From an optimization exercise on the open Yosys and OpenROAD flow, aimed at small area and a short achievable clock period; shortcuts taken in it are not production practice.
Where RTL was checked, it was by simulation tests only, not by an equivalence proof against the original.
No activity file was given, so power comes from the tool's default toggle rates.

before:
==> flow/design.v (excerpt) <==
module ALU_TOP (
input  wire [15:0] A ,
input  wire [15:0] B ,
input  wire [3:0]  ALU_FUNC ,
input  wire        CLK ,
output reg  [31:0] Arith_OUT ,
output wire        Carry_OUT ,
output reg         Arith_Flag ,
output reg  [15:0] Logic_OUT ,
output reg         Logic_Flag ,
output reg  [15:0] Shift_OUT ,
output reg         Shift_Flag ,
output reg  [2:0]  CMP_OUT ,
output reg         CMP_Flag
);
Size in the first run: ~2500 cells after synthesis, roughly 110 I/O pins, roughly 0.015 mm2 of cells after synthesis.
==> flow/config.mk <==
export PLATFORM = sky130hd
export DESIGN_NAME = ALU_TOP
export DESIGN_NICKNAME = ALU_TOP
export VERILOG_FILES = /design/flow/design.v
export SDC_FILE = /design/flow/constraint.sdc
export NUM_CORES = 4
export LEC_CHECK = 0
export ABC_AREA = 1
export CAP_MARGIN = 20
export CORE_MARGIN = 2
export CORE_UTILIZATION = 40
export SLEW_MARGIN = 20
==> flow/constraint.sdc <==
create_clock -name core_clock -period 105.0 [get_ports {CLK}]
set_input_delay 21.0000 -clock core_clock [delete_from_list [all_inputs] [get_ports {CLK}]]
set_output_delay 21.0000 -clock core_clock [all_outputs]
set_load 0.01 [all_outputs]
standard.sh (not shown) runs the stock make flow with config.mk's settings and CLKGATE_MAP_FILE= SYNTH_SCRIPT=/design/flow/synth_recipe.tcl, a recipe that flattens the netlist after the stock synthesis.
==> flow/flow/run.sh <==
#!/bin/bash
# Layout flow: the standard synthesis, then the combinational logic is
# re-mapped (full-adder polarity chosen to save inverters, other cells
# re-mapped by ABC; flip-flops untouched), proven equivalent to the standard
# netlist, and laid out by the standard flow with small port buffers.
set -euo pipefail
F=$PWD/flow
source $F/params.sh
R=$PWD/orfs/results/sky130hd/ALU_TOP/base
export LIB=$FLOW_HOME/platforms/sky130hd/lib/sky130_fd_sc_hd__tt_025C_1v80.lib
export YOSYS=$(command -v yosys || echo /OpenROAD-flow-scripts/tools/install/yosys/bin/yosys)
export YOSYS_ABC=$(command -v yosys-abc || echo $(dirname $YOSYS)/yosys-abc)

bash standard.sh synth > synth.log 2>&1
cp $R/1_2_yosys.v std_synth.v
python3 $F/fixinv.py std_synth.v fixinv1.v $SOFTEN > fixinv1.log 2>&1
RS_IN=$PWD/fixinv1.v RS_OUT=$PWD/resynth.v RS_LIB=$LIB RS_SCRIPT=$F/$ABC_SCRIPT \
  RS_DONT_USE="$(cat $F/dont_use.txt)" RS_CONSTR=$F/abc.constr \
  $YOSYS -c $F/resynth.tcl > resynth.log 2>&1
python3 $F/fixinv.py resynth.v fixinv2.v > fixinv2.log 2>&1
if bash $F/equiv.sh std_synth.v fixinv2.v $PWD/equiv > equiv.log 2>&1; then
  echo "re-mapped netlist proven equivalent" >> equiv.log
  cp fixinv2.v $R/1_2_yosys.v
  rm -f $R/1_synth.odb $R/1_synth.sdc
else
  echo "equivalence not proven: keeping the standard netlist" >> equiv.log
fi
bash standard.sh "${EXTRA[@]}" finish > layout.log 2>&1
Other scripts of this flow, unchanged in this note and not shown: flow/flow/abc.constr, flow/flow/cutff.py, flow/flow/dont_use.txt, flow/flow/equiv.sh, flow/flow/fixinv.py, flow/flow/params.sh, flow/flow/resynth.abc, flow/flow/resynth.tcl
### before -> after
--- a/flow/design.v
+++ b/flow/design.v
@@ -367,24 +367,21 @@
 wire s4_3_p2_5 = s4_3_p0_5 & s4_3_p1_3;
 wire s4_3_g2_6 = s4_3_g1_6 | (s4_3_p1_6 & s4_3_g1_3);
 wire s4_3_p2_6 = s4_3_p1_6 & s4_3_p1_3;
 wire s4_3_g2_7 = s4_3_g1_7 | (s4_3_p1_7 & s4_3_g1_3);
 wire s4_3_p2_7 = s4_3_p1_7 & s4_3_p1_3;
 wire [7:0] d4_3 = {p4[7] ^ b3[7] ^ s4_3_g2_6, p4[6] ^ b3[6] ^ s4_3_g2_5, p4[5] ^ b3[5] ^ s4_3_g2_4, p4[4] ^ b3[4] ^ s4_3_g1_3, p4[3] ^ b3[3] ^ s4_3_g1_2, p4[2] ^ b3[2] ^ s4_3_g0_1, p4[1] ^ b3[1] ^ s4_3_g0, p4[0] ^ b3[0] ^ 1'b0};
 wire [7:0] c4_3 = {s4_3_g2_6, s4_3_g2_5, s4_3_g2_4, s4_3_g1_3, s4_3_g1_2, s4_3_g0_1, s4_3_g0, 1'b0};
 wire ge4_3 = fit4_3 & ~s4_3_g2_7;
 assign Q[9] = ge4_2;
 assign Q[8] = ge4_3 | (ge4_1 & ~ge4_2);
-wire sel4_3 = ge4_3;
-wire sel4_2 = ge4_2 & ~ge4_3;
-wire sel4_1 = ge4_1 & ~ge4_2;
-wire [15:0] r4 = {p4[7] ^ ((sel4_1 & (b1[7] ^ c4_1[7])) | (sel4_2 & (b2[7] ^ c4_2[7])) | (sel4_3 & (b3[7] ^ c4_3[7]))), p4[6] ^ ((sel4_1 & (b1[6] ^ c4_1[6])) | (sel4_2 & (b2[6] ^ c4_2[6])) | (sel4_3 & (b3[6] ^ c4_3[6]))), p4[5] ^ ((sel4_1 & (b1[5] ^ c4_1[5])) | (sel4_2 & (b2[5] ^ c4_2[5])) | (sel4_3 & (b3[5] ^ c4_3[5]))), p4[4] ^ ((sel4_1 & (b1[4] ^ c4_1[4])) | (sel4_2 & (b2[4] ^ c4_2[4])) | (sel4_3 & (b3[4] ^ c4_3[4]))), p4[3] ^ ((sel4_1 & (b1[3] ^ c4_1[3])) | (sel4_2 & (b2[3] ^ c4_2[3])) | (sel4_3 & (b3[3] ^ c4_3[3]))), p4[2] ^ ((sel4_1 & (b1[2] ^ c4_1[2])) | (sel4_2 & (b2[2] ^ c4_2[2])) | (sel4_3 & (b3[2] ^ c4_3[2]))), p4[1] ^ ((sel4_1 & (b1[1] ^ c4_1[1])) | (sel4_2 & (b2[1] ^ c4_2[1])) | (sel4_3 & (b3[1] ^ c4_3[1]))), p4[0] ^ ((sel4_1 & (b1[0] ^ c4_1[0])) | (sel4_2 & (b2[0] ^ c4_2[0])) | (sel4_3 & (b3[0] ^ c4_3[0]))), r5[7:0]};
+wire [15:0] r4 = {ge4_3 ? d4_3 : ge4_2 ? d4_2 : ge4_1 ? d4_1 : p4, r5[7:0]};
 wire [9:0] p3 = r4[15:6];
 wire fit3_1 = (B <= 16'd1023);
 wire fit3_2 = (B <= 16'd511);
 wire fit3_3 = (B <= 16'd341);
 wire s3_1_g0 = ~p3[0] & b1[0];
 wire s3_1_g1 = ~p3[1] & b1[1];
 wire s3_1_g2 = ~p3[2] & b1[2];
 wire s3_1_g3 = ~p3[3] & b1[3];
 wire s3_1_g4 = ~p3[4] & b1[4];
 wire s3_1_g5 = ~p3[5] & b1[5];
Notes after the runs:
- after: PASS, flow complete, no timing, DRC or antenna violations
- Diff after and before: final-layout worst hold slack higher in before
- Higher wire length of the first global-routing pass was reported by before, not after.
- Compared with before, after shows a lower required arrival time at the worst endpoint.
- Relative to before, the final area of after is higher by 0.74%.
- Higher power of the clock network was reported by before, not after.
- | combinational share of power | after vs before | 1.1 points higher |
- ~same sequential portion of the cell area in after and before
- Relative to before, the proportion of power drawn by the clock network of after is lower by 0.8 points.
- Compared to before, after shows a wider setup margin.
- Diff before -> after: total chip power increased by 3.7% relative to the old numbers; total routing usage reported by global routing shrank by 0.73 points; sequential cell count was more or less identical.
No functional check of the RTL was part of before.

==> static timing again, ports no longer ideal <==
Ports are ideal in the flow. The routed layouts listed here were re-timed in OpenROAD. Step 1 sets driving cells, clkbuf_16 on the clock port and buf_2 on the other inputs (assumed; they add their load-dependent delay and slew). Step 2 moves the port delays by t, midway between the first and last clock arrival at a register: inputs arrive t later, outputs are due t later. That takes back most of the time a late clock gives input paths. a / b / c = ideal / step 1 / step 2; a / b = the first two.
run	t, ns	setup slack, ns	worst register clock-pin slew, ns	worst slew at a driven data input, ns	pins driven straight from the clock port
before	0.426	68.217 / 68.251 / 67.824	0.07 / 0.07	0.04	1
after	0.415	69.461 / 69.492 / 69.076	0.07 / 0.07	0.04	1
After both steps every run listed still meets setup and hold. The setup slack of before, which loses most, moves by +0.034 ns with the drivers and by -0.393 ns with both steps.
